Background: an optimization exercise with open tools, aiming at small area, a short achievable clock period and few clock cycles per item. Do not read the settings as production practice.
Only simulation tests tie the RTL to the original design; equivalence was not proved.

`flow/config.mk`:
```
export PLATFORM = sky130hd
export DESIGN_NAME = mnist_head
export DESIGN_NICKNAME = mnist_head
export VERILOG_FILES = /design/flow/design.v
export SDC_FILE = /design/flow/constraint.sdc
export NUM_CORES = 4
export LEC_CHECK = 0
export CAP_MARGIN = 20
export CORE_MARGIN = 2
export CORE_UTILIZATION = 40
export SLEW_MARGIN = 20
```
`flow/constraint.sdc`:
```
create_clock -name core_clock -period 10.0 [get_ports {clk}]
set_input_delay 2.0000 -clock core_clock [delete_from_list [all_inputs] [get_ports {clk}]]
set_output_delay 2.0000 -clock core_clock [all_outputs]
set_load 0.01 [all_outputs]
```
`flow/design.v`:
```
module relu
#(
    parameter       DATA_WIDTH       = 16 ,
                    WEIGHT_INT_WIDTH = 4  
)
(
    input                               clk       ,
    input       [2*DATA_WIDTH-1:0]      data_in   ,
    output  reg [DATA_WIDTH-1:0]        data_out  
);
always @(posedge clk)
begin        
    if($signed(data_in) >= 0)
    begin   
        if(|data_in[2*DATA_WIDTH-1-:WEIGHT_INT_WIDTH+1])    
            data_out <= {1'b0,{(DATA_WIDTH-1){1'b1}}};  
        else     
            data_out <= data_in[2*DATA_WIDTH-1-WEIGHT_INT_WIDTH-:DATA_WIDTH];
    end
    else 
        data_out <= 0;      
end
endmodule
module weight_memory 
#(
    parameter   WEIGHT_NUM  = 3  ,           
                NEURON_NO   = 5  ,           
                LAYER_NO    = 1  ,           
                ADDR_WIDTH  = 10 ,           
                DATA_WIDTH  = 16 ,           
                WEIGHT_FILE = "w_1_15.mif"   
)   
(
    input       clk         , 
    input                        wr_en   ,       
    input       [ADDR_WIDTH-1:0] wr_addr ,       
    input       [DATA_WIDTH-1:0] wr_data ,       
    input                        rd_en   ,       
    input       [ADDR_WIDTH-1:0] rd_addr ,       
    output reg  [DATA_WIDTH-1:0] rd_data        
);
reg [DATA_WIDTH-1 :0] mem [WEIGHT_NUM-1 :0];    
generate
    if (NEURON_NO == 0) begin : g_rom0
        initial $readmemb("w_4_0.mem", mem);
    end
    if (NEURON_NO == 1) begin : g_rom1
        initial $readmemb("w_4_1.mem", mem);
    end
    if (NEURON_NO == 2) begin : g_rom2
        initial $readmemb("w_4_2.mem", mem);
    end
    if (NEURON_NO == 3) begin : g_rom3
        initial $readmemb("w_4_3.mem", mem);
    end
    if (NEURON_NO == 4) begin : g_rom4
        initial $readmemb("w_4_4.mem", mem);
    end
    if (NEURON_NO == 5) begin : g_rom5
        initial $readmemb("w_4_5.mem", mem);
    end
    if (NEURON_NO == 6) begin : g_rom6
        initial $readmemb("w_4_6.mem", mem);
    end
    if (NEURON_NO == 7) begin : g_rom7
        initial $readmemb("w_4_7.mem", mem);
    end
    if (NEURON_NO == 8) begin : g_rom8
        initial $readmemb("w_4_8.mem", mem);
    end
    if (NEURON_NO == 9) begin : g_rom9
        initial $readmemb("w_4_9.mem", mem);
    end
endgenerate
always @(posedge clk)
    begin
        if (rd_en)
        begin
            rd_data <= mem[rd_addr];
        end
    end 
endmodule
module neuron
#(
    parameter   LAYER_NO     = 0       ,     
                NEURON_NO    = 0       ,     
                WEIGHT_NUM   = 784     ,     
                DATA_WIDTH   = 16      ,     
                SIGMOID_SIZE = 5       ,     
                WEIGHT_INT_WIDTH = 4   ,     
                ACT_TYPE     = "RELU"  ,     
                BIAS_FILE    = ""      ,     
                WEIGHT_FILE  = ""            
)
(   
    input           clk         ,
    input           rst_n       ,
    input   [DATA_WIDTH-1:0]  my_input          ,
    input                     input_valid       ,
    input   [31:0]            weight_value      ,
    input                     weight_valid      ,
    input   [31:0]            bias_value        , 
    input                     bias_valid        ,
    input   [31:0]            config_layer_num  ,
    input   [31:0]            config_neuron_num ,
    output  [DATA_WIDTH-1:0]  my_output      ,
    output reg                output_valid
);
localparam ADDR_WIDTH = $clog2(WEIGHT_NUM);     
reg     [ADDR_WIDTH-1:0]    wr_addr     ;   
reg     [DATA_WIDTH-1:0]    weight_in   ; 
reg                         wr_en       ;
reg     [ADDR_WIDTH-1:0]    rd_addr     ;  
wire    [DATA_WIDTH-1:0]   weight_out  ;  
wire                        rd_en       ;
reg     [31:0]              bias_reg    [0:0];
reg     [DATA_WIDTH-1:0]    my_input_delay0     ;
reg                         weight_data_valid   ;    
reg                         mul_data_valid      ;    
reg                         sum_data_valid      ;    
reg                         sigmoid_in_valid    ;    
wire                        sum_data_down       ;    
reg     [2*DATA_WIDTH-1:0]  mul         ;       
reg     [2*DATA_WIDTH-1:0]  sum         ;
reg     [2*DATA_WIDTH-1:0]  bias        ;
wire    [2*DATA_WIDTH-1:0]  sum_temp    ;    
wire    [2*DATA_WIDTH-1:0]  bias_sum_temp   ;   
always @(posedge clk or negedge rst_n) begin
    if(~rst_n) begin
        wr_addr <= {ADDR_WIDTH{1'b1}};   
        wr_en   <= 1'b0;
    end
    else if (weight_valid &&
            (config_layer_num == LAYER_NO) &&
            (config_neuron_num == NEURON_NO))     
    begin
        weight_in <= weight_value ;
        wr_addr   <= wr_addr + 1  ;
        wr_en     <= 1'b1         ;
    end 
end
generate
    if (NEURON_NO == 0) begin : g_bias0
        initial $readmemb("b_4_0.mem", bias_reg);
    end
    if (NEURON_NO == 1) begin : g_bias1
        initial $readmemb("b_4_1.mem", bias_reg);
    end
    if (NEURON_NO == 2) begin : g_bias2
        initial $readmemb("b_4_2.mem", bias_reg);
    end
    if (NEURON_NO == 3) begin : g_bias3
        initial $readmemb("b_4_3.mem", bias_reg);
    end
    if (NEURON_NO == 4) begin : g_bias4
        initial $readmemb("b_4_4.mem", bias_reg);
    end
    if (NEURON_NO == 5) begin : g_bias5
        initial $readmemb("b_4_5.mem", bias_reg);
    end
    if (NEURON_NO == 6) begin : g_bias6
        initial $readmemb("b_4_6.mem", bias_reg);
    end
    if (NEURON_NO == 7) begin : g_bias7
        initial $readmemb("b_4_7.mem", bias_reg);
    end
    if (NEURON_NO == 8) begin : g_bias8
        initial $readmemb("b_4_8.mem", bias_reg);
    end
    if (NEURON_NO == 9) begin : g_bias9
        initial $readmemb("b_4_9.mem", bias_reg);
    end
endgenerate
    always @(posedge clk)
    begin
        bias <= {bias_reg[0][DATA_WIDTH-1:0],{DATA_WIDTH{1'b0}}};
    end
always @(posedge clk or negedge rst_n) begin
    if(~rst_n)  begin
        my_input_delay0 <= 0   ;
        weight_data_valid <= 1'b0;
        mul_data_valid    <= 1'b0;
        sum_data_valid    <= 1'b0;
        sigmoid_in_valid  <= 1'b0;
        output_valid      <= 1'b0;
    end
    else begin
        my_input_delay0   <= my_input          ;
        weight_data_valid <= input_valid       ;
        mul_data_valid    <= weight_data_valid ;
        sum_data_valid    <= mul_data_valid    ;
        sigmoid_in_valid  <= sum_data_down     ;
        output_valid      <= sigmoid_in_valid  ;
    end
end
always @(posedge clk ) begin
    if (~rst_n || output_valid)
        rd_addr <= 0;
    else if (input_valid)
        rd_addr <= rd_addr + 1'b1;
end
assign rd_en = input_valid;
weight_memory 
#(
    .WEIGHT_NUM  (WEIGHT_NUM) ,           
    .NEURON_NO   (NEURON_NO ) ,           
    .LAYER_NO    (LAYER_NO  ) ,           
    .ADDR_WIDTH  (ADDR_WIDTH) ,           
    .DATA_WIDTH  (DATA_WIDTH) ,           
    .WEIGHT_FILE (WEIGHT_FILE)   
)   
u_weight_memory
(
    .clk         (clk), 
    .wr_en       (wr_en     ),       
    .wr_addr     (wr_addr   ),       
    .wr_data     (weight_in ),       
    .rd_en       (rd_en      ),       
    .rd_addr     (rd_addr    ),       
    .rd_data     (weight_out )       
);
always @(posedge clk or negedge rst_n) begin
    if(~rst_n)
        mul <= 0;
    else if(weight_data_valid)
        mul <= $signed(my_input_delay0) * $signed(weight_out);
end
assign sum_temp = sum + mul ;
assign bias_sum_temp = bias + sum;
assign sum_data_down = ~mul_data_valid && sum_data_valid; 
always @(posedge clk or negedge rst_n) begin
    if(~rst_n)
        sum <= 0;
    else if (output_valid)
        sum <= 0;
    else if ((rd_addr == WEIGHT_NUM) & sum_data_down)begin
        if(!bias[2*DATA_WIDTH-1] && !sum[2*DATA_WIDTH-1] && bias_sum_temp[2*DATA_WIDTH-1]) 
        begin
            sum[2*DATA_WIDTH-1] <= 1'b0;
            sum[2*DATA_WIDTH-2:0] <= {2*DATA_WIDTH-1{1'b1}};
        end
        else if(bias[2*DATA_WIDTH-1] && sum[2*DATA_WIDTH-1] && !bias_sum_temp[2*DATA_WIDTH-1]) 
        begin
            sum[2*DATA_WIDTH-1] <= 1'b1;
            sum[2*DATA_WIDTH-2:0] <= {2*DATA_WIDTH-1{1'b0}};
        end
        else
            sum <= bias_sum_temp; 
    end
    else if (mul_data_valid) begin
        if(!mul[2*DATA_WIDTH-1] && !sum[2*DATA_WIDTH-1] && sum_temp[2*DATA_WIDTH-1])       
        begin    
            sum[2*DATA_WIDTH-1] <= 1'b0;
            sum[2*DATA_WIDTH-2:0] <= {2*DATA_WIDTH-1{1'b1}};
        end
        else if(mul[2*DATA_WIDTH-1] && sum[2*DATA_WIDTH-1] && !sum_temp[2*DATA_WIDTH-1])
        begin    
            sum[2*DATA_WIDTH-1] <= 1'b1;
            sum[2*DATA_WIDTH-2:0] <= {2*DATA_WIDTH-1{1'b0}};
        end
        else
            sum <= sum_temp; 
    end
end
generate
    if(1)
    begin:ReLUinst
        relu 
        #(
            .DATA_WIDTH(DATA_WIDTH),
            .WEIGHT_INT_WIDTH(WEIGHT_INT_WIDTH)
        ) 
        u_relu 
        (
        .clk(clk),
        .data_in(sum),
        .data_out(my_output)
        );
    end
endgenerate
endmodule
module layer4
#(
    parameter       NEURON_NUM = 30      ,       
                    WEIGHT_NUM = 784     ,       
                    DATA_WIDTH = 16      ,       
                    LAYER_NO   = 3       ,       
                    SIGMOID_SIZE = 10    ,       
                    WEIGHT_INT_WIDTH = 4 ,       
                    ACT_TYPE   = "relu"          
)                   
(
    input           clk         ,
    input           rst_n       ,
    input   [DATA_WIDTH-1:0]  layer4_input             ,
    input                     layer4_input_valid       ,
    input   [31:0]            weight_value      ,
    input                     weight_valid      ,
    input   [31:0]            bias_value        , 
    input                     bias_valid        ,
    input   [31:0]            config_layer_num  ,
    input   [31:0]            config_neuron_num ,
    output  [NEURON_NUM*DATA_WIDTH-1:0]  layer4_output       ,   
    output  [NEURON_NUM -1:0 ]             layer4_output_valid
);
neuron #(
    .LAYER_NO          (LAYER_NO)           ,                
    .NEURON_NO         (0)                  ,                
    .WEIGHT_NUM        (WEIGHT_NUM)         ,                
    .DATA_WIDTH        (DATA_WIDTH)         ,    
    .SIGMOID_SIZE      (SIGMOID_SIZE)       ,    
    .WEIGHT_INT_WIDTH  (WEIGHT_INT_WIDTH)   ,   
    .ACT_TYPE          (ACT_TYPE)           ,     
    .BIAS_FILE         ("b_4_0.mem")  ,    
    .WEIGHT_FILE       ("w_4_0.mem")     
)
neuron0 (   
    .clk               (clk)                ,
    .rst_n             (rst_n)              ,
    .my_input          (layer4_input)       ,
    .input_valid       (layer4_input_valid) ,
    .weight_value      (weight_value)       ,
    .weight_valid      (weight_valid)       ,      
    .bias_value        (bias_value)         , 
    .bias_valid        (bias_valid)         ,
    .config_layer_num  (config_layer_num)   ,
    .config_neuron_num (config_neuron_num)  ,
    .my_output         (layer4_output[0*DATA_WIDTH+:DATA_WIDTH]),
    .output_valid      (layer4_output_valid[0]));
neuron #(
    .LAYER_NO          (LAYER_NO)           ,                
    .NEURON_NO         (1)                  ,                
    .WEIGHT_NUM        (WEIGHT_NUM)         ,                
    .DATA_WIDTH        (DATA_WIDTH)         ,    
    .SIGMOID_SIZE      (SIGMOID_SIZE)       ,    
    .WEIGHT_INT_WIDTH  (WEIGHT_INT_WIDTH)   ,   
    .ACT_TYPE          (ACT_TYPE)           ,     
    .BIAS_FILE         ("b_4_1.mem")  ,    
    .WEIGHT_FILE       ("w_4_1.mem")     
)
neuron1 (   
    .clk               (clk)                ,
    .rst_n             (rst_n)              ,
    .my_input          (layer4_input)       ,
    .input_valid       (layer4_input_valid) ,
    .weight_value      (weight_value)       ,
    .weight_valid      (weight_valid)       ,      
    .bias_value        (bias_value)         , 
    .bias_valid        (bias_valid)         ,
    .config_layer_num  (config_layer_num)   ,
    .config_neuron_num (config_neuron_num)  ,
    .my_output         (layer4_output[1*DATA_WIDTH+:DATA_WIDTH]),
    .output_valid      (layer4_output_valid[1]));
neuron #(
    .LAYER_NO          (LAYER_NO)           ,                
    .NEURON_NO         (2)                  ,                
    .WEIGHT_NUM        (WEIGHT_NUM)         ,                
    .DATA_WIDTH        (DATA_WIDTH)         ,    
    .SIGMOID_SIZE      (SIGMOID_SIZE)       ,    
    .WEIGHT_INT_WIDTH  (WEIGHT_INT_WIDTH)   ,   
    .ACT_TYPE          (ACT_TYPE)           ,     
    .BIAS_FILE         ("b_4_2.mem")  ,    
    .WEIGHT_FILE       ("w_4_2.mem")     
)
neuron2 (   
    .clk               (clk)                ,
    .rst_n             (rst_n)              ,
    .my_input          (layer4_input)       ,
    .input_valid       (layer4_input_valid) ,
    .weight_value      (weight_value)       ,
    .weight_valid      (weight_valid)       ,      
    .bias_value        (bias_value)         , 
    .bias_valid        (bias_valid)         ,
    .config_layer_num  (config_layer_num)   ,
    .config_neuron_num (config_neuron_num)  ,
    .my_output         (layer4_output[2*DATA_WIDTH+:DATA_WIDTH]),
    .output_valid      (layer4_output_valid[2]));
neuron #(
    .LAYER_NO          (LAYER_NO)           ,                
    .NEURON_NO         (3)                  ,                
    .WEIGHT_NUM        (WEIGHT_NUM)         ,                
    .DATA_WIDTH        (DATA_WIDTH)         ,    
    .SIGMOID_SIZE      (SIGMOID_SIZE)       ,    
    .WEIGHT_INT_WIDTH  (WEIGHT_INT_WIDTH)   ,   
    .ACT_TYPE          (ACT_TYPE)           ,     
    .BIAS_FILE         ("b_4_3.mem")  ,    
    .WEIGHT_FILE       ("w_4_3.mem")     
)
neuron3 (   
    .clk               (clk)                ,
    .rst_n             (rst_n)              ,
    .my_input          (layer4_input)       ,
    .input_valid       (layer4_input_valid) ,
    .weight_value      (weight_value)       ,
    .weight_valid      (weight_valid)       ,      
    .bias_value        (bias_value)         , 
    .bias_valid        (bias_valid)         ,
    .config_layer_num  (config_layer_num)   ,
    .config_neuron_num (config_neuron_num)  ,
    .my_output         (layer4_output[3*DATA_WIDTH+:DATA_WIDTH]),
    .output_valid      (layer4_output_valid[3]));
neuron #(
    .LAYER_NO          (LAYER_NO)           ,                
    .NEURON_NO         (4)                  ,                
    .WEIGHT_NUM        (WEIGHT_NUM)         ,                
    .DATA_WIDTH        (DATA_WIDTH)         ,    
    .SIGMOID_SIZE      (SIGMOID_SIZE)       ,    
    .WEIGHT_INT_WIDTH  (WEIGHT_INT_WIDTH)   ,   
    .ACT_TYPE          (ACT_TYPE)           ,     
    .BIAS_FILE         ("b_4_4.mem")  ,    
    .WEIGHT_FILE       ("w_4_4.mem")     
)
neuron4 (   
    .clk               (clk)                ,
    .rst_n             (rst_n)              ,
    .my_input          (layer4_input)       ,
    .input_valid       (layer4_input_valid) ,
    .weight_value      (weight_value)       ,
    .weight_valid      (weight_valid)       ,      
    .bias_value        (bias_value)         , 
    .bias_valid        (bias_valid)         ,
    .config_layer_num  (config_layer_num)   ,
    .config_neuron_num (config_neuron_num)  ,
    .my_output         (layer4_output[4*DATA_WIDTH+:DATA_WIDTH]),
    .output_valid      (layer4_output_valid[4]));
neuron #(
    .LAYER_NO          (LAYER_NO)           ,                
    .NEURON_NO         (5)                  ,                
    .WEIGHT_NUM        (WEIGHT_NUM)         ,                
    .DATA_WIDTH        (DATA_WIDTH)         ,    
    .SIGMOID_SIZE      (SIGMOID_SIZE)       ,    
    .WEIGHT_INT_WIDTH  (WEIGHT_INT_WIDTH)   ,   
    .ACT_TYPE          (ACT_TYPE)           ,     
    .BIAS_FILE         ("b_4_5.mem")  ,    
    .WEIGHT_FILE       ("w_4_5.mem")     
)
neuron5 (   
    .clk               (clk)                ,
    .rst_n             (rst_n)              ,
    .my_input          (layer4_input)       ,
    .input_valid       (layer4_input_valid) ,
    .weight_value      (weight_value)       ,
    .weight_valid      (weight_valid)       ,      
    .bias_value        (bias_value)         , 
    .bias_valid        (bias_valid)         ,
    .config_layer_num  (config_layer_num)   ,
    .config_neuron_num (config_neuron_num)  ,
    .my_output         (layer4_output[5*DATA_WIDTH+:DATA_WIDTH]),
    .output_valid      (layer4_output_valid[5]));
neuron #(
    .LAYER_NO          (LAYER_NO)           ,                
    .NEURON_NO         (6)                  ,                
    .WEIGHT_NUM        (WEIGHT_NUM)         ,                
    .DATA_WIDTH        (DATA_WIDTH)         ,    
    .SIGMOID_SIZE      (SIGMOID_SIZE)       ,    
    .WEIGHT_INT_WIDTH  (WEIGHT_INT_WIDTH)   ,   
    .ACT_TYPE          (ACT_TYPE)           ,     
    .BIAS_FILE         ("b_4_6.mem")  ,    
    .WEIGHT_FILE       ("w_4_6.mem")     
)
neuron6 (   
    .clk               (clk)                ,
    .rst_n             (rst_n)              ,
    .my_input          (layer4_input)       ,
    .input_valid       (layer4_input_valid) ,
    .weight_value      (weight_value)       ,
    .weight_valid      (weight_valid)       ,      
    .bias_value        (bias_value)         , 
    .bias_valid        (bias_valid)         ,
    .config_layer_num  (config_layer_num)   ,
    .config_neuron_num (config_neuron_num)  ,
    .my_output         (layer4_output[6*DATA_WIDTH+:DATA_WIDTH]),
    .output_valid      (layer4_output_valid[6]));
neuron #(
    .LAYER_NO          (LAYER_NO)           ,                
    .NEURON_NO         (7)                  ,                
    .WEIGHT_NUM        (WEIGHT_NUM)         ,                
    .DATA_WIDTH        (DATA_WIDTH)         ,    
    .SIGMOID_SIZE      (SIGMOID_SIZE)       ,    
    .WEIGHT_INT_WIDTH  (WEIGHT_INT_WIDTH)   ,   
    .ACT_TYPE          (ACT_TYPE)           ,     
    .BIAS_FILE         ("b_4_7.mem")  ,    
    .WEIGHT_FILE       ("w_4_7.mem")     
)
neuron7 (   
    .clk               (clk)                ,
    .rst_n             (rst_n)              ,
    .my_input          (layer4_input)       ,
    .input_valid       (layer4_input_valid) ,
    .weight_value      (weight_value)       ,
    .weight_valid      (weight_valid)       ,      
    .bias_value        (bias_value)         , 
    .bias_valid        (bias_valid)         ,
    .config_layer_num  (config_layer_num)   ,
    .config_neuron_num (config_neuron_num)  ,
    .my_output         (layer4_output[7*DATA_WIDTH+:DATA_WIDTH]),
    .output_valid      (layer4_output_valid[7]));
neuron #(
    .LAYER_NO          (LAYER_NO)           ,                
    .NEURON_NO         (8)                  ,                
    .WEIGHT_NUM        (WEIGHT_NUM)         ,                
    .DATA_WIDTH        (DATA_WIDTH)         ,    
    .SIGMOID_SIZE      (SIGMOID_SIZE)       ,    
    .WEIGHT_INT_WIDTH  (WEIGHT_INT_WIDTH)   ,   
    .ACT_TYPE          (ACT_TYPE)           ,     
    .BIAS_FILE         ("b_4_8.mem")  ,    
    .WEIGHT_FILE       ("w_4_8.mem")     
)
neuron8 (   
    .clk               (clk)                ,
    .rst_n             (rst_n)              ,
    .my_input          (layer4_input)       ,
    .input_valid       (layer4_input_valid) ,
    .weight_value      (weight_value)       ,
    .weight_valid      (weight_valid)       ,      
    .bias_value        (bias_value)         , 
    .bias_valid        (bias_valid)         ,
    .config_layer_num  (config_layer_num)   ,
    .config_neuron_num (config_neuron_num)  ,
    .my_output         (layer4_output[8*DATA_WIDTH+:DATA_WIDTH]),
    .output_valid      (layer4_output_valid[8]));
neuron #(
    .LAYER_NO          (LAYER_NO)           ,                
    .NEURON_NO         (9)                  ,                
    .WEIGHT_NUM        (WEIGHT_NUM)         ,                
    .DATA_WIDTH        (DATA_WIDTH)         ,    
    .SIGMOID_SIZE      (SIGMOID_SIZE)       ,    
    .WEIGHT_INT_WIDTH  (WEIGHT_INT_WIDTH)   ,   
    .ACT_TYPE          (ACT_TYPE)           ,     
    .BIAS_FILE         ("b_4_9.mem")  ,    
    .WEIGHT_FILE       ("w_4_9.mem")     
)
neuron9 (   
    .clk               (clk)                ,
    .rst_n             (rst_n)              ,
    .my_input          (layer4_input)       ,
    .input_valid       (layer4_input_valid) ,
    .weight_value      (weight_value)       ,
    .weight_valid      (weight_valid)       ,      
    .bias_value        (bias_value)         , 
    .bias_valid        (bias_valid)         ,
    .config_layer_num  (config_layer_num)   ,
    .config_neuron_num (config_neuron_num)  ,
    .my_output         (layer4_output[9*DATA_WIDTH+:DATA_WIDTH]),
    .output_valid      (layer4_output_valid[9]));
endmodule
module maxfinder
#(
    parameter       INPUT_NUM   =   10   ,
                    DATA_WIDTH  =   16   
)             
(
    input           clk         ,
    input           rst_n       ,
    input   [INPUT_NUM*DATA_WIDTH-1:0]  data_in     ,
    input                               data_valid  ,
    output  reg   [DATA_WIDTH-1:0]  output_data     ,
    output  reg                     output_valid    ,
    output  [INPUT_NUM*DATA_WIDTH-1:0]  output_scores   );
localparam  IDLE   =  1'b0,
            JUDGE  =  1'b1;
reg  state                       ;
reg  [DATA_WIDTH-1:0]   max      ;    
reg  [INPUT_NUM*DATA_WIDTH-1:0]  data_in_reg    ;    
reg  [15:0]     cnt;   
assign output_scores = data_in_reg;
always @(posedge clk or negedge rst_n) begin
    if(~rst_n) begin
        max <= 0;
        data_in_reg  <= 0;
        cnt <= 16'd0;
        state <= IDLE;
        output_data <= 0;
        output_valid <= 1'b0;
    end
    else begin
        case(state)
            IDLE: begin
                output_valid <= 1'b0;
                output_data <= 0;
                if(data_valid) begin
                    max <= data_in[DATA_WIDTH-1:0];
                    data_in_reg <= data_in;
                    cnt <= 16'd1;
                    state <= JUDGE;
                end 
            end
            JUDGE :begin
                cnt <= cnt + 1'b1   ;
                if (cnt == INPUT_NUM) begin
                    cnt <= 1'b0;
                    output_valid <= 1'b1;
                    state <= IDLE;
                end
                else if (data_in_reg[cnt*DATA_WIDTH+:DATA_WIDTH] > max)
                    begin
                        output_data <= cnt ;
                        max <= data_in_reg[cnt*DATA_WIDTH+:DATA_WIDTH];
                    end
            end
        endcase
    end
end
endmodule
module mnist_head(
    input               clk         ,
    input               rst_n       ,
    input  [16-1:0]      my_input      ,
    input                         input_valid   ,
    output [16:0]        output_data   ,
    output [10*16-1:0] output_scores ,
    output                        output_valid    );
wire    [10*16-1:0]  layer4_output          ;
wire    [10 -1:0]             layer4_output_valid    ;
wire    [16-1:0]                     max_index              ;
layer4 #(
    .NEURON_NUM         (10)      ,
    .WEIGHT_NUM         (10)      ,
    .DATA_WIDTH         (16)             ,
    .LAYER_NO           (4)                       ,
    .SIGMOID_SIZE       (10)           ,
    .WEIGHT_INT_WIDTH   (4)       ,
    .ACT_TYPE           ("relu")
)
layer_4
(    .clk        (clk) ,
    .rst_n       (rst_n) ,
    .layer4_input          (my_input)     ,
    .layer4_input_valid    (input_valid)  ,
    .weight_value      (32'd0),
    .weight_valid      (1'b0),
    .bias_value        (32'd0),
    .bias_valid        (1'b0),
    .config_layer_num  (32'd0),
    .config_neuron_num (32'd0),
    .layer4_output       (layer4_output),
    .layer4_output_valid (layer4_output_valid));
maxfinder
#(
    .INPUT_NUM   (10)   ,
    .DATA_WIDTH  (16)
)
u_maxfinder
(
    .clk    (clk)     ,
    .rst_n  (rst_n)     ,
    .data_in     (layer4_output),
    .data_valid  (layer4_output_valid[0]),
    .output_data    (max_index) ,
    .output_valid   (output_valid),
    .output_scores  (output_scores)     );
assign output_data = {1'b0, max_index};
endmodule
```
`flow/b_4_0.mem`:
```
1111111111010111
```
`flow/b_4_1.mem`:
```
111000
```
`flow/b_4_2.mem`:
```
1111111111010010
```
`flow/b_4_3.mem`:
```
11000
```
`flow/b_4_4.mem`:
```
1111111111010111
```
`flow/b_4_5.mem`:
```
1111111111011101
```
`flow/b_4_6.mem`:
```
110001
```
`flow/b_4_7.mem`:
```
10110
```
`flow/b_4_8.mem`:
```
1111111111100101
```
`flow/b_4_9.mem`:
```
11000
```
`flow/w_4_0.mem`:
```
100111010110
10100011010
1111111100101000
11010111001
1001111001
1111000111101110
1111000100110000
1111010101011111
1111110001111011
1111010100011000
```
`flow/w_4_1.mem`:
```
1111110010010010
1111001010110011
1111010100000110
1111111110110010
1110001110
1111011100111100
11011100111
10111010011
1111111010100100
110011011011
```
`flow/w_4_2.mem`:
```
100000011100
1111111010010101
1111110000101010
1111111101000101
1001000001
1111001101001110
1111010011100110
10011100100
110001110101
1111110011001010
```
`flow/w_4_3.mem`:
```
1111110010001001
1111101000010101
11000101010
1111101011010001
1111011110101001
11100010
100010001
110001001001
1111110110000011
1111001011100100
```
`flow/w_4_4.mem`:
```
1111010111001101
1111011100100111
11110010100
1111100010000011
101111000000
100110111
1111110101101011
11101110
10000111100
1111101111110101
```
`flow/w_4_5.mem`:
```
11000111
1000000001
100001000000
1111100101110001
1111100110101101
10100000101
100001000111
1111100011111100
1000000000
1111101011111000
```
`flow/w_4_6.mem`:
```
1111100011000101
101111111110
100010111
1111111011110110
1111111011000000
1111001010000111
1111010010100101
1111011011110001
110110011
1111111110100111
```
`flow/w_4_7.mem`:
```
101110010010
1111010010110010
1111011000100100
1111100101110001
100111010000
1111110110111100
1010010101
1000000101
1001010000
1111110000110011
```
`flow/w_4_8.mem`:
```
1111110100010010
1111101011111110
111010001
110100000100
1111011111010110
1000011011
1111011101000010
1001100101
1111011111001011
110010100
```
`flow/w_4_9.mem`:
```
1111110000000101
1111001010
1111011101010000
10100101001
10001000010
101111110100
1111010111110010
1111101100100100
10100111
1111011100100110
```
`flow/run.sh`:
```
#!/bin/bash
# synth_recipe.tcl (not shown) runs the flow's synth.tcl, then flattens the netlist and writes it again
# the make line also repeats each setting of config.mk as NAME=value (left out here)
make -C /OpenROAD-flow-scripts/flow DESIGN_CONFIG=/design/flow/config.mk WORK_HOME=/design/flow/orfs CLKGATE_MAP_FILE= SYNTH_SCRIPT=/design/flow/synth_recipe.tcl finish
```
==> results.txt <==
==> cells in the final DEF (no fill, tap or decap), types with 108 or more instances in the layout <==
cell type	count
inv_1	3176
fa_1	2564
nand2_1	2268
ha_1	1264
and2_1	950
nor2_1	880
dfrtp_1	852
a21oi_1	813
o21ai_0	601
xnor2_1	465
a21o_1	301
mux2_2	250
xor2_1	214
dfxtp_1	200
clkdlybuf4s50_1	193
nand3_1	170
clkbuf_16	164
buf_4	132
edfxtp_1	128
a31oi_1	122
nor3_1	120
nand2b_1	114
o21a_1	108
==> kinds of logic (layout without fill, tap and decap cells) <==
kind of cell,count (synthesis),count (layout),synth area share (%)
AOI/OAI and AO/OA,2634,2634,10.3
xor gates and xnor gates,683,683,3.71
adders and majority gates,3829,3829,41.7
buffers and inverters,3907,3806,9.13
DFF,1199,1199,18.4
muxes,364,364,2.71
other,1,30,0.00233
and+or+nand+nor,4912,4912,14.1
==> metal layers <==
layer / track usage [%] / vias to the layer above
li1: - / 54800
met1: 30.1 / 60300
met2: 37.2 / 3022
met3: 2.64 / 684
met4: 8.75 / 10
met5: 0 / -
==> final cells by class <==
type | instances | share of cell area (%)
Clock buffer | 198 | 2.51
Inverter | 3192 | 6.90
Clock inverter | 71 | 0.470
Tap cell | 5287 | 3.81
Timing Repair Buffer | 345 | 1.91
Antenna cell | 19 | 0.0274
Multi-Input combinational cell | 12400 | 67.3
Sequential cell | 1199 | 17.1
==> per-stage QoR <==
stage	setup WS [ns]	instances	instance area, um^2
floorplan	3.09	17500	161000
global placement	2.09	22500	168000
detailed placement	2.03	22500	168000
CTS	2.01	22700	174000
global route	1.54	22700	174000
finish	2.01	22700	174000
==> critical path, delay by kind of cell, from the launching register on <==
| family | cells | cell delay, ns |
|---|---|---|
| simple gates | 2 | 0.33 |
| fa+ha+maj | 7 | 3.34 |
| buf+inv | 4 | 0.62 |
| flops | 1 | 0.86 |
| compound gates | 8 | 2.20 |
| xor+xnor | 1 | 0.15 |
| mux | 1 | 0.26 |
==> worst paths after layout <==
kind,startpoint,to,slack (ns),cells past startpoint
max,layer_4.neuron0.my_input_delay0[8]$_DFF_PN0_,layer_4.neuron8.mul[30]$_DFFE_PN0P_,2.01,23
min,layer_4.neuron4.sigmoid_in_valid$_DFF_PN0_,layer_4.neuron4.output_valid$_DFF_PN0_,0.35,0
max reg2reg,layer_4.neuron0.my_input_delay0[8]$_DFF_PN0_,layer_4.neuron8.mul[30]$_DFFE_PN0P_,2.01,23
min reg2reg,layer_4.neuron4.sigmoid_in_valid$_DFF_PN0_,layer_4.neuron4.output_valid$_DFF_PN0_,0.35,0
max in group asynchronous,rst_n,layer_4.neuron7.mul[12]$_DFFE_PN0P_,6.44,3
min in group asynchronous,rst_n,layer_4.neuron2.mul[2]$_DFFE_PN0P_,1.12,1
==> run_results.csv <==
group,metric,value,unit
drt,drc,0,
worst_setup_path,endpoint_kind,"register",
synth,ys_warn_count,22,
synth,synth.distinct_cells,104,
global_route,grt_start_max_net_pins,162,
sta,hold_violations,0,
drt,ant_nets,0,
clock_tree,cts_tree,"built",
worst_setup_path,crit_slowest_cell,"dfrtp_4",
sta,setup_violations,0,
worst_setup_path,crit_type,"register to register",
run_status,status,"finished clean",
drt,via_count,119000,
final_layout,layout-area-overhead-vs-synth,7.87,%
sta,max_clock_freq,0.125,GHz
synth,synth.most_common_cell,"inv_1",
drt,highest_layer,"met5",
final_layout,multi_input_area,117000,um^2
placement,portBuffers,195,
worst_hold_path,hp-class,"register to register",
sta,fin_crit_sh,79.9,%
final_layout,fillCellCount,39400,
final_layout,utilization,43.2,%
floorplanning,core,402000,um^2
drt,via_per_inst,5.23,
floorplanning,ioPinCount,197,
clock_tree,cts_resized,0,
synth,syn_avg_cell_area,9.19,um^2
clock_tree,cts_made_buffers,152,
clock_tree,cts-root-buf,"clkbuf_16",
floorplanning,die_w,638,um
sta,finClkSkew,0.0600,ns
drt,drt-initial-drc-count,8352,
synth,ys_ff_latch,1199,
floorplanning,num_rows,233,
clock_tree,path_clk_slew,0.07,ns
drt,drt_first_pass_iters,7,
synth,synth_seq_area_share,18.4,%
sta,tightest_slew,1.13,ns
clock_tree,clock-sinks,1199,
drt,wl_met2,211000,um
synth,yosys.area.top_type_share,31.9,%
placement,place.detailed.hpwl,344000,um
global_route,grt_first_pass_wirelength,719000,um
final_layout,largest_register_ffs,160,
worst_setup_path,crit_fanout,67,
final_layout,fin_nets,21200,
sta,fin_setup_tns,0,ns
clock_tree,clk_latency,0.86,ns
clock_tree,cts_setup_buffers,0,
sta,relSlewSlack,24.3,%
worst_setup_path,start_kind,"register",
worst_setup_path,crit_top_cell,"fa_1",
synth,synth_edf_count,128,
placement,place_congestion,0.897,
floorplanning,initial_core_util,40.1,%
clock_tree,holdBufCountCts,0,
drt,dr_wl_met3,23600,um
global_route,first_global_vias,124000,
final_layout,seqCellArea,29700,um^2
floorplanning,dieArea,408000,um^2
synth,syn_area,161000,um^2
global_route,antenna_found_initial,25,
sta,whs,0.348,ns
flow_run,max-cap-violations,0,
synth,ys.flop_type,"dfrtp_1",
synth,async_flop_share,72.6,%
synth,syn_inst,17500,
drt,post_drt_wl_per_cell,19.7,um
global_route,track_usage,22.5,%
synth,synthTopCellsByArea,"fa_1 32%, dfrtp_1 14%, ha_1 9.8%, inv_1 7.4%, nand2_1 5.3%",
floorplanning,die_h,638,um
global_route,gr-total-overflow,0,
drt,met1_length,193000,um
drt,routed_wirelength,448000,um
sta,rsz0062_at_grt,"false",
worst_setup_path,critPathRequiredTime,10.71,ns
worst_setup_path,slowest_delay,0.86,ns
sta,slew_violations,0,
worst_setup_path,cp.arrival,8.70,ns
final_layout,drive_above_1_share,4.64,%
synth,synth_top_area_cell,"fa_1",
worst_setup_path,crit_chain,"buf_12, nand2_1, fa_1, fa_1, inv_1, fa_1, inv_1, fa_1, fa_1, fa_1, inv_1, ha_1, a21oi_1, o221ai_1, a211oi_1, o21ai_0, a211oi_1, o31ai_1, a2111oi_0, or3_1, o21ai_0, xor2_1, mux2_2",
clock_tree,cts.path.max_buffers,4,
clock_tree,htreeDepth,4,
synth,ys_top_cells_by_count,"3176 x inv_1, 2564 x fa_1, 2269 x nand2_1",
sta,period_minus_slack,7.99,ns
Testbench counts, summed over its fixed seeds: cycles 60,000, items 2,400.

[afterwards: timing with drivers on the ports]
Ports are ideal in the flow. The routed layout listed here was re-timed in OpenROAD.
Step 1 sets driving cells, clkbuf_16 on the clock port and buf_2 on the other inputs (assumed; they add their load-dependent delay and slew).
Step 2, shift: input delay + t, output delay - t, t = (earliest + latest rising clock arrival at the registers) / 2. This alone moves slack from input paths to output paths.
Slacks: ideal ports / drivers / drivers and shift; pairs: ideal ports / drivers.
t (ns): 0.938
setup slack, ns: 2.007 / 2.007 / 2.007
worst setup path at the end: register to register
slew at the worst register clock pin (ns): 0.08 / 0.08
After both steps this run still meets setup and hold. The setup slack of this run moves by 0.000 ns with the drivers and by 0.000 ns with both steps.
